This is an optimization exercise on Yosys and OpenROAD, whose aim is small area, not a production implementation.
The RTL was checked by simulation tests, not by an equivalence proof against the original design.
The clock port is modelled as an ideal driver; clocking choices that lean on that would not hold on a real chip.
Power figures rest on the tool's default switching activity, not on a simulated workload.

==> v6 <==
==> flow/design.v <==
module uart_receive (
	input            sys_clk,
	input            sys_rst,
	input            uart_r,
	output reg       uart_finish,    
	output reg [7:0] uart_data       
);
localparam [12:0] CNT_TAPS = 13'h1214;
localparam [12:0] CNT_LAST = 13'h0c5f;
localparam [12:0] CNT_ZERO = 13'h18bf;
localparam [12:0] CNT_MID  = 13'h1e4f;
reg        uart_r_0;
reg        uart_r_1;
reg        flag_r;
reg  [3:0] count_data_r;
reg [12:0] count_clk;
wire start_flag = uart_r_1 & ~uart_r_0;
wire bit_end    = (count_clk == CNT_LAST);
wire bit_mid    = (count_clk == CNT_MID);
always @(posedge sys_clk or negedge sys_rst) begin
	if (!sys_rst) begin
		uart_r_0     <= 1'b0;
		uart_r_1     <= 1'b0;
		flag_r       <= 1'b0;
		count_data_r <= 4'd0;
		uart_finish  <= 1'b0;
	end
	else begin
		uart_r_0 <= uart_r;
		uart_r_1 <= uart_r_0;
		if (start_flag)
			flag_r <= 1'b1;
		else if ((count_data_r == 4'd9) && bit_mid)
			flag_r <= 1'b0;
		if (flag_r)
			count_data_r <= count_data_r + {3'd0, bit_end};
		else
			count_data_r <= 4'd0;
		uart_finish <= (count_data_r == 4'd9);
	end
end
always @(posedge sys_clk) begin
	if (flag_r)
		count_clk <= {count_clk[11:0], (^(count_clk & CNT_TAPS)) ^ bit_end};
	else
		count_clk <= CNT_ZERO;
	if (bit_mid)
		uart_data <= {uart_r_1, uart_data[7:1]};
end
endmodule
module uart_sender (
	input            sys_clk,
	input            sys_rst,
	input            start,       
	input      [7:0] uart_data,
	output reg       uart_send
);
localparam [12:0] CNT_TAPS = 13'h1214;
localparam [12:0] CNT_LAST = 13'h0c5f;
localparam [12:0] CNT_ZERO = 13'h18bf;
localparam [12:0] CNT_MID  = 13'h1e4f;
reg        flag_s;
reg  [3:0] count_data_s;
reg [12:0] count_clk;
reg  [7:0] data_s;          
wire bit_end = (count_clk == CNT_LAST);
wire bit_mid = (count_clk == CNT_MID);
wire tx_bit = count_data_s[3] ? (count_data_s[0] | data_s[0])
                              : ((|count_data_s[2:0]) & data_s[count_data_s[2:0]]);
always @(posedge sys_clk or negedge sys_rst) begin
	if (!sys_rst) begin
		flag_s    <= 1'b0;
		uart_send <= 1'b0;
	end
	else begin
		if (start)
			flag_s <= 1'b1;
		else if ((count_data_s == 4'd9) && bit_mid)
			flag_s <= 1'b0;
		uart_send <= ~flag_s | tx_bit;
	end
end
always @(posedge sys_clk) begin
	if (flag_s) begin
		count_clk    <= {count_clk[11:0], (^(count_clk & CNT_TAPS)) ^ bit_end};
		count_data_s <= count_data_s + {3'd0, bit_end};
	end
	else begin
		count_clk    <= CNT_ZERO;
		count_data_s <= 4'd0;
	end
	if (start)
		data_s <= {uart_data[6:0], uart_data[7]};
end
endmodule
module uart_beep (
	input      sys_clk,
	input      sys_rst,
	input      start,        
	output reg beep_en
);
localparam [18:0] CNT_TAPS = 19'h40023;
localparam [18:0] CNT_LAST = 19'h42921;
localparam [18:0] CNT_ZERO = 19'h05242;
reg [18:0] count;
wire done = (count == CNT_LAST);
always @(posedge sys_clk or negedge sys_rst) begin
	if (!sys_rst)
		beep_en <= 1'b0;
	else if (start)
		beep_en <= 1'b1;
	else if (done)
		beep_en <= 1'b0;
end
always @(posedge sys_clk) begin
	if (beep_en)
		count <= {count[17:0], (^(count & CNT_TAPS)) ^ done};
	else
		count <= CNT_ZERO;
end
endmodule
module uart_scan_seg (
	input            sys_clk,
	input            sys_rst,
	input            start_l,    
	output reg [5:0] sel,
	output reg [7:0] seg_led
);
localparam [12:0] SEG_TAPS  = 13'h1046;
localparam [12:0] SEG_LAST  = 13'h0044;
localparam [12:0] SEG_RESET = 13'h1822;
localparam [22:0] WORD_TAPS  = 23'h400010;
localparam [22:0] WORD_LAST  = 23'h465779;
localparam [22:0] WORD_RESET = 23'h032bbc;
localparam [23:0] LOAD_TAPS = 24'h800043;
localparam [23:0] LOAD_LAST = 24'h140353;
localparam [23:0] LOAD_ZERO = 24'h2806a6;
localparam [2:0] D0 = 3'd0;    
localparam [2:0] D1 = 3'd1;
localparam [2:0] D2 = 3'd3;
localparam [2:0] D3 = 3'd7;
localparam [2:0] D4 = 3'd6;
localparam [2:0] D5 = 3'd4;
localparam [2:0] D6 = 3'd5;
reg [12:0] seg_cnt;
reg [22:0] word_cnt;
reg [23:0] load_cnt;
reg  [2:0] sel_l;
reg        word2_l;
reg        load_l;
reg        seen_l;
wire next_seg  = (seg_cnt == SEG_LAST);
wire next_word = (word_cnt == WORD_LAST);
wire load_done = (load_cnt == LOAD_LAST);
reg [2:0] sel_now;
always @(*) begin
	if (!next_seg)
		sel_now = sel_l;
	else case (sel_l)
		D0: sel_now = D1;
		D1: sel_now = D2;
		D2: sel_now = D3;
		D3: sel_now = D4;
		D4: sel_now = D5;
		D5: sel_now = D6;
		D6: sel_now = D1;
		default: sel_now = 3'bxxx;
	endcase
end
always @(*) begin
	case (sel_now)
		D0: sel = 6'b111111;
		D1: sel = 6'b011111;
		D2: sel = 6'b101111;
		D3: sel = 6'b110111;
		D4: sel = 6'b111011;
		D5: sel = 6'b111101;
		D6: sel = 6'b111110;
		default: sel = 6'bxxxxxx;
	endcase
end
always @(*) begin
	if (load_l)
		case (sel_l)
			D0: seg_led = 8'b1111_1111;
			D1: seg_led = 8'b1100_0111;   
			D2: seg_led = 8'b1100_0000;   
			D3: seg_led = 8'b1000_1000;   
			D4: seg_led = 8'b1010_0001;   
			D5: seg_led = 8'b1000_0110;   
			D6: seg_led = 8'b1010_0001;   
			default: seg_led = 8'bxxxx_xxxx;
		endcase
	else if (seen_l) begin
		if (!word2_l)
			case (sel_l)
				D1: seg_led = 8'b1000_0110;   
				D2: seg_led = 8'b1100_0111;   
				D3: seg_led = 8'b1000_0110;   
				D4: seg_led = 8'b1100_0110;   
				D5: seg_led = 8'b1111_1111;
				D6: seg_led = 8'b1111_1111;
				default: seg_led = 8'bxxxx_xxxx;   
			endcase
		else
			case (sel_l)
				D1: seg_led = 8'b1001_0010;   
				D2: seg_led = 8'b1001_0010;   
				D3: seg_led = 8'b1001_0010;   
				D4: seg_led = 8'b1010_0100;   
				D5: seg_led = 8'b1111_1111;
				D6: seg_led = 8'b1111_1111;
				default: seg_led = 8'bxxxx_xxxx;
			endcase
	end
	else
		seg_led = 8'b1111_1111;
end
always @(posedge sys_clk or negedge sys_rst) begin
	if (!sys_rst) begin
		seg_cnt  <= SEG_RESET;
		word_cnt <= WORD_RESET;
		sel_l    <= D0;
		word2_l  <= 1'b0;
		load_l   <= 1'b0;
		seen_l   <= 1'b0;
	end
	else begin
		seg_cnt  <= {seg_cnt[11:0], (^(seg_cnt & SEG_TAPS)) ^ next_seg};
		word_cnt <= {word_cnt[21:0], (^(word_cnt & WORD_TAPS)) ^ next_word};
		sel_l    <= sel_now;
		word2_l  <= word2_l ^ next_word;
		if (start_l)
			load_l <= 1'b1;
		else if (load_done)
			load_l <= 1'b0;
		seen_l <= seen_l | start_l;
	end
end
always @(posedge sys_clk) begin
	if (load_l)
		load_cnt <= {load_cnt[22:0], (^(load_cnt & LOAD_TAPS)) ^ load_done};
	else
		load_cnt <= LOAD_ZERO;
end
endmodule
module uart_syn (
	input            sys_clk,
	input            sys_rst,
	input            uart_r,
	output           uart_s,
	output           beep_en,
	output  [5:0]    sel,
	output  [7:0]    seg_led
);
wire [7:0] uart_data;
wire       uart_en;
reg en_1, en_2, en_3;
always @(posedge sys_clk or negedge sys_rst) begin
	if (!sys_rst) begin
		en_1 <= 1'b0;
		en_2 <= 1'b0;
		en_3 <= 1'b0;
	end
	else begin
		en_1 <= uart_en;
		en_2 <= en_1;
		en_3 <= en_2;
	end
end
wire en_rise   = en_1 & ~en_2;
wire en_fall   = ~en_1 & en_2;
wire en_rise_l = en_2 & ~en_3;
uart_receive u_uart_receive (
	.sys_clk     (sys_clk),
	.sys_rst     (sys_rst),
	.uart_r      (uart_r),
	.uart_finish (uart_en),
	.uart_data   (uart_data)
);
uart_sender u_uart_sender (
	.sys_clk   (sys_clk),
	.sys_rst   (sys_rst),
	.start     (en_rise),
	.uart_data (uart_data),
	.uart_send (uart_s)
);
uart_beep u_uart_beep (
	.sys_clk (sys_clk),
	.sys_rst (sys_rst),
	.start   (en_fall),
	.beep_en (beep_en)
);
uart_scan_seg u_uart_scan_seg (
	.sys_clk (sys_clk),
	.sys_rst (sys_rst),
	.start_l (en_rise_l),
	.sel     (sel),
	.seg_led (seg_led)
);
endmodule
==> flow/flow/run.sh <==
#!/bin/bash
# Standard layout, with a smaller clock tree (small clock buffers, no dummy
# loads) and the smallest buffer on each input and output port.
set -euo pipefail
export CTS_ARGS="-sink_clustering_enable -repair_clock_nets -dont_use_dummy_load -buf_list {sky130_fd_sc_hd__clkbuf_4 sky130_fd_sc_hd__clkbuf_8} -root_buf sky130_fd_sc_hd__clkbuf_8 -sink_clustering_size 30"
export BUFFER_PORTS_ARGS="-buffer_cell sky130_fd_sc_hd__buf_1"
bash standard.sh > standard.log 2>&1
==> flow/standard.sh <==
#!/bin/bash
# synth_recipe.tcl (not shown) runs the flow's synth.tcl, then flattens the netlist and writes it again
# the make line also repeats each setting of config.mk as NAME=value (left out here)
make -C /OpenROAD-flow-scripts/flow DESIGN_CONFIG=/design/flow/config.mk WORK_HOME=/design/flow/orfs CLKGATE_MAP_FILE= SYNTH_SCRIPT=/design/flow/synth_recipe.tcl "${@:-finish}"
==> flow/config.mk <==
export PLATFORM = sky130hd
export DESIGN_NAME = uart_syn
export DESIGN_NICKNAME = uart_syn
export VERILOG_FILES = /design/flow/design.v
export SDC_FILE = /design/flow/constraint.sdc
export NUM_CORES = 4
export LEC_CHECK = 0
export CAP_MARGIN = 20
export CORE_MARGIN = 2
export CORE_UTILIZATION = 60
export SLEW_MARGIN = 20
==> flow/constraint.sdc <==
create_clock -name core_clock -period 20.0 [get_ports {sys_clk}]
set_input_delay 4.0000 -clock core_clock [delete_from_list [all_inputs] [get_ports {sys_clk}]]
set_output_delay 4.0000 -clock core_clock [all_outputs]
set_load 0.01 [all_outputs]
==> inputs of v36, as changes to v6 <==
==> flow/run.sh (new file) <==
#!/bin/bash
# synth_recipe.tcl (not shown) runs the flow's synth.tcl, then flattens the netlist and writes it again
# the make line also repeats each setting of config.mk as NAME=value (left out here)
make -C /OpenROAD-flow-scripts/flow DESIGN_CONFIG=/design/flow/config.mk WORK_HOME=/design/flow/orfs CLKGATE_MAP_FILE= SYNTH_SCRIPT=/design/flow/synth_recipe.tcl finish
--- a/flow/config.mk
+++ b/flow/config.mk
@@ -7,5 +7,5 @@
 export LEC_CHECK = 0
 export CAP_MARGIN = 20
 export CORE_MARGIN = 2
-export CORE_UTILIZATION = 60
+export CORE_UTILIZATION = 40
 export SLEW_MARGIN = 20
removed: flow/flow/run.sh
removed: flow/standard.sh
==> inputs of v22, as changes to v6 <==
==> flow/flow/run.sh (replaced) <==
#!/bin/bash
# Standard layout, except:
#  - the clock tree is built by flow/cts_pre.tcl (one root and a few leaf
#    clkbuf_8 buffers) instead of TritonCTS's H-tree with dummy loads;
#  - each input and output port gets the smallest buffer (buf_1).
# make's output goes to standard.log; ORFS's per-step logs are in orfs/logs.
set -euo pipefail
export PRE_CTS_TCL="$PWD/flow/cts_pre.tcl"
export CTS_ARGS="-dont_use_dummy_load"
export BUFFER_PORTS_ARGS="-buffer_cell sky130_fd_sc_hd__buf_1"
bash standard.sh > standard.log 2>&1
==> flow/flow/cts_pre.tcl (new file) <==
# Runs before ORFS's CTS step: builds the clock tree by hand (the clock port
# drives one root buffer, which drives leaf buffers of at most 18 clock sinks
# each), then tells TritonCTS to leave those nets alone.
source [file join [file dirname [info script]] mtree.tcl]
manual_clock_tree sys_clk -18 sky130_fd_sc_hd__clkbuf_8 sky130_fd_sc_hd__clkbuf_8
set skip {}
foreach n [get_nets {sys_clk clknet_*}] { lappend skip [get_name $n] }
set_cts_config -skip_nets $skip
==> flow/flow/mtree.tcl (new file) <==
# Manual clock tree: the clock sinks are split into groups of equal size by
# position (capacity-limited k-means), each group driven by one leaf buffer
# placed at its centre.  With a root cell the clock port drives one root
# buffer that drives the leaf buffers; otherwise the port drives the leaf
# buffers itself.  A negative nleaf gives the largest group size instead.
proc manual_clock_tree {port nleaf cell {rootcell ""}} {
  set block [ord::get_db_block]
  set db [ord::get_db]
  set clknet [[$block findBTerm $port] getNet]
  set sinks {}
  foreach it [$clknet getITerms] {
    set inst [$it getInst]
    set bb [$inst getBBox]
    lappend sinks [list $it [expr {([$bb xMin]+[$bb xMax])/2.0}] [expr {([$bb yMin]+[$bb yMax])/2.0}]]
  }
  set n [llength $sinks]
  if {$nleaf <= 0} { set nleaf [expr {int(ceil($n / double(-$nleaf)))}] }
  # k-means, initial centres spread along the longer axis order
  set sorted [lsort -real -index 1 $sinks]
  set cx {}; set cy {}
  for {set k 0} {$k < $nleaf} {incr k} {
    set s [lindex $sorted [expr {int(($k+0.5)*$n/$nleaf)}]]
    lappend cx [lindex $s 1]; lappend cy [lindex $s 2]
  }
  for {set iter 0} {$iter < 50} {incr iter} {
    # capacity-limited assignment: sinks with the most to lose go first
    set cap [expr {int(ceil(double($n)/$nleaf))}]
    set order {}
    set i 0
    foreach s $sinks {
      set ds {}
      for {set k 0} {$k < $nleaf} {incr k} {
        lappend ds [list $k [expr {abs([lindex $s 1]-[lindex $cx $k]) + abs([lindex $s 2]-[lindex $cy $k])}]]
      }
      set ds [lsort -real -index 1 $ds]
      lappend order [list $i [expr {[lindex $ds 1 1]-[lindex $ds 0 1]}] $ds]
      incr i
    }
    set asg [lrepeat $n 0]
    set used [lrepeat $nleaf 0]
    foreach o [lsort -real -decreasing -index 1 $order] {
      foreach kd [lindex $o 2] {
        set k [lindex $kd 0]
        if {[lindex $used $k] < $cap} {
          lset asg [lindex $o 0] $k
          lset used $k [expr {[lindex $used $k]+1}]
          break
        }
      }
    }
    set sx [lrepeat $nleaf 0.0]; set sy [lrepeat $nleaf 0.0]; set sc [lrepeat $nleaf 0]
    foreach s $sinks a $asg {
      lset sx $a [expr {[lindex $sx $a]+[lindex $s 1]}]
      lset sy $a [expr {[lindex $sy $a]+[lindex $s 2]}]
      lset sc $a [expr {[lindex $sc $a]+1}]
    }
    for {set k 0} {$k < $nleaf} {incr k} {
      if {[lindex $sc $k] > 0} {
        lset cx $k [expr {[lindex $sx $k]/[lindex $sc $k]}]
        lset cy $k [expr {[lindex $sy $k]/[lindex $sc $k]}]
      }
    }
  }
  set master [$db findMaster $cell]
  for {set k 0} {$k < $nleaf} {incr k} {
    set buf [odb::dbInst_create $block $master "clkbuf_leaf_$k"]
    set net [odb::dbNet_create $block "clknet_leaf_$k"]
    $net setSigType CLOCK
    [$buf findITerm A] connect $clknet
    [$buf findITerm X] connect $net
    $buf setLocation [expr {int([lindex $cx $k])}] [expr {int([lindex $cy $k])}]
    $buf setPlacementStatus PLACED
    lappend nets $net
  }
  foreach s $sinks a $asg {
    set it [lindex $s 0]
    $it disconnect
    $it connect [lindex $nets $a]
  }
  if {$rootcell != ""} {
    # a root buffer between the port and the leaf buffers, at their centre
    set root [odb::dbInst_create $block [$db findMaster $rootcell] "clkbuf_root"]
    set rnet [odb::dbNet_create $block "clknet_root"]
    $rnet setSigType CLOCK
    set mx 0.0; set my 0.0
    for {set k 0} {$k < $nleaf} {incr k} {
      set mx [expr {$mx + [lindex $cx $k]/$nleaf}]; set my [expr {$my + [lindex $cy $k]/$nleaf}]
    }
    foreach it [$clknet getITerms] { $it disconnect; $it connect $rnet }
    [$root findITerm A] connect $clknet
    [$root findITerm X] connect $rnet
    $root setLocation [expr {int($mx)}] [expr {int($my)}]
    $root setPlacementStatus PLACED
  }
  puts "manual clock tree: $n sinks, $nleaf x $cell, group sizes $sc"
}
--- a/flow/config.mk
+++ b/flow/config.mk
@@ -7,5 +7,5 @@
 export LEC_CHECK = 0
 export CAP_MARGIN = 20
 export CORE_MARGIN = 2
-export CORE_UTILIZATION = 60
+export CORE_UTILIZATION = 70
 export SLEW_MARGIN = 20
==> qor summary <==
| item | v36 | v6 | v22 |
|---|---|---|---|
| Combinational power | 20.5 uW | 20.1 uW | 21.0 uW |
| Starting utilization of the core area | 40.48% | 61.67% | 71.00% |
| Clock network power | 310 uW | 159 uW | 122 uW |
| Portion of total power attributed to combinational logic | 3.1% | 4.0% | 4.6% |
| Non-clk bufs | 18 | 18 | - |
| Number of clock buffers in the layout | 20 | 17 | - |
| Worst supply voltage drop on vdd | 71.29 uV | 68.48 uV | 86.76 uV |
| Endpoint of the worst hold path | en_1 | u_uart_scan_seg.word_cnt[3] | en_1 |
| Vert. Die Dim | 116.6 um | 95.90 um | 89.08 um |
| GR met1 Demand/Resource | 17.48% | 24.30% | 26.59% |
| Register-to-register path setup slack | 18.19 ns | 18.18 ns | 18.19 ns |
| Placed standard-cell area | 0.005384 mm2 | 0.005200 mm2 | 0.005192 mm2 |
| Via count of the first global-routing pass | 2,711 | 2,600 | 2,600 |
| Outcome | timing/DRC/antenna clean | timing/DRC/antenna clean | timing/DRC/antenna clean |
| Skew-Pair Late Insertion Delay | 0.41 ns | 0.41 ns | 0.38 ns |
| Met2 WL post-DR | 3.259 mm | 3.204 mm | 3.379 mm |
| Total Power Consumption | 650.4 uW | 498.6 uW | 462.2 uW |
| Layout Cell Area excl Fill | 0.005972 mm2 | 0.005434 mm2 | 0.005330 mm2 |
| Total core area | 0.01252 mm2 | 0.008217 mm2 | 0.007137 mm2 |
| Cell depth of the worst flop-to-flop path | 3 | 3 | 7 |
| Worst-case clock buffer depth | 2 | 2 | - |
| Half-perimeter wire length after detailed placement | 4.723 mm | 4.604 mm | 4.695 mm |
| Max incr delay on CP | 0.95 ns | 0.92 ns | 0.98 ns |
| Clock network area share | 9.847% | 4.306% | - |
| Tapcells inserted | 172 | 105 | 99 |
| Net Sw Frac | 20.23% | 20.59% | 20.87% |

static timing again, ports no longer ideal:
The flow's constraints put no driver on any port. The routed layouts listed below were extracted and timed again, unchanged, in two steps. Step 1 sets driving cells, clkbuf_16 on the clock port and buf_2 on the other inputs (assumed; they add their load-dependent delay and slew). Step 2, shift: input delay + t, output delay - t, t = (earliest + latest rising clock arrival at the registers) / 2. This alone moves slack from input paths to output paths. a / b / c = ideal / step 1 / step 2; a / b = the first two.
run	t, ns	setup slack, ns	worst setup path after step 2
v6	0.430	13.843 / 13.811 / 14.242	register to output
v36	0.444	13.446 / 13.410 / 13.854	register to output
v22	0.406	13.775 / 13.746 / 14.153	register to output
After both steps setup and hold are still met in every run listed.
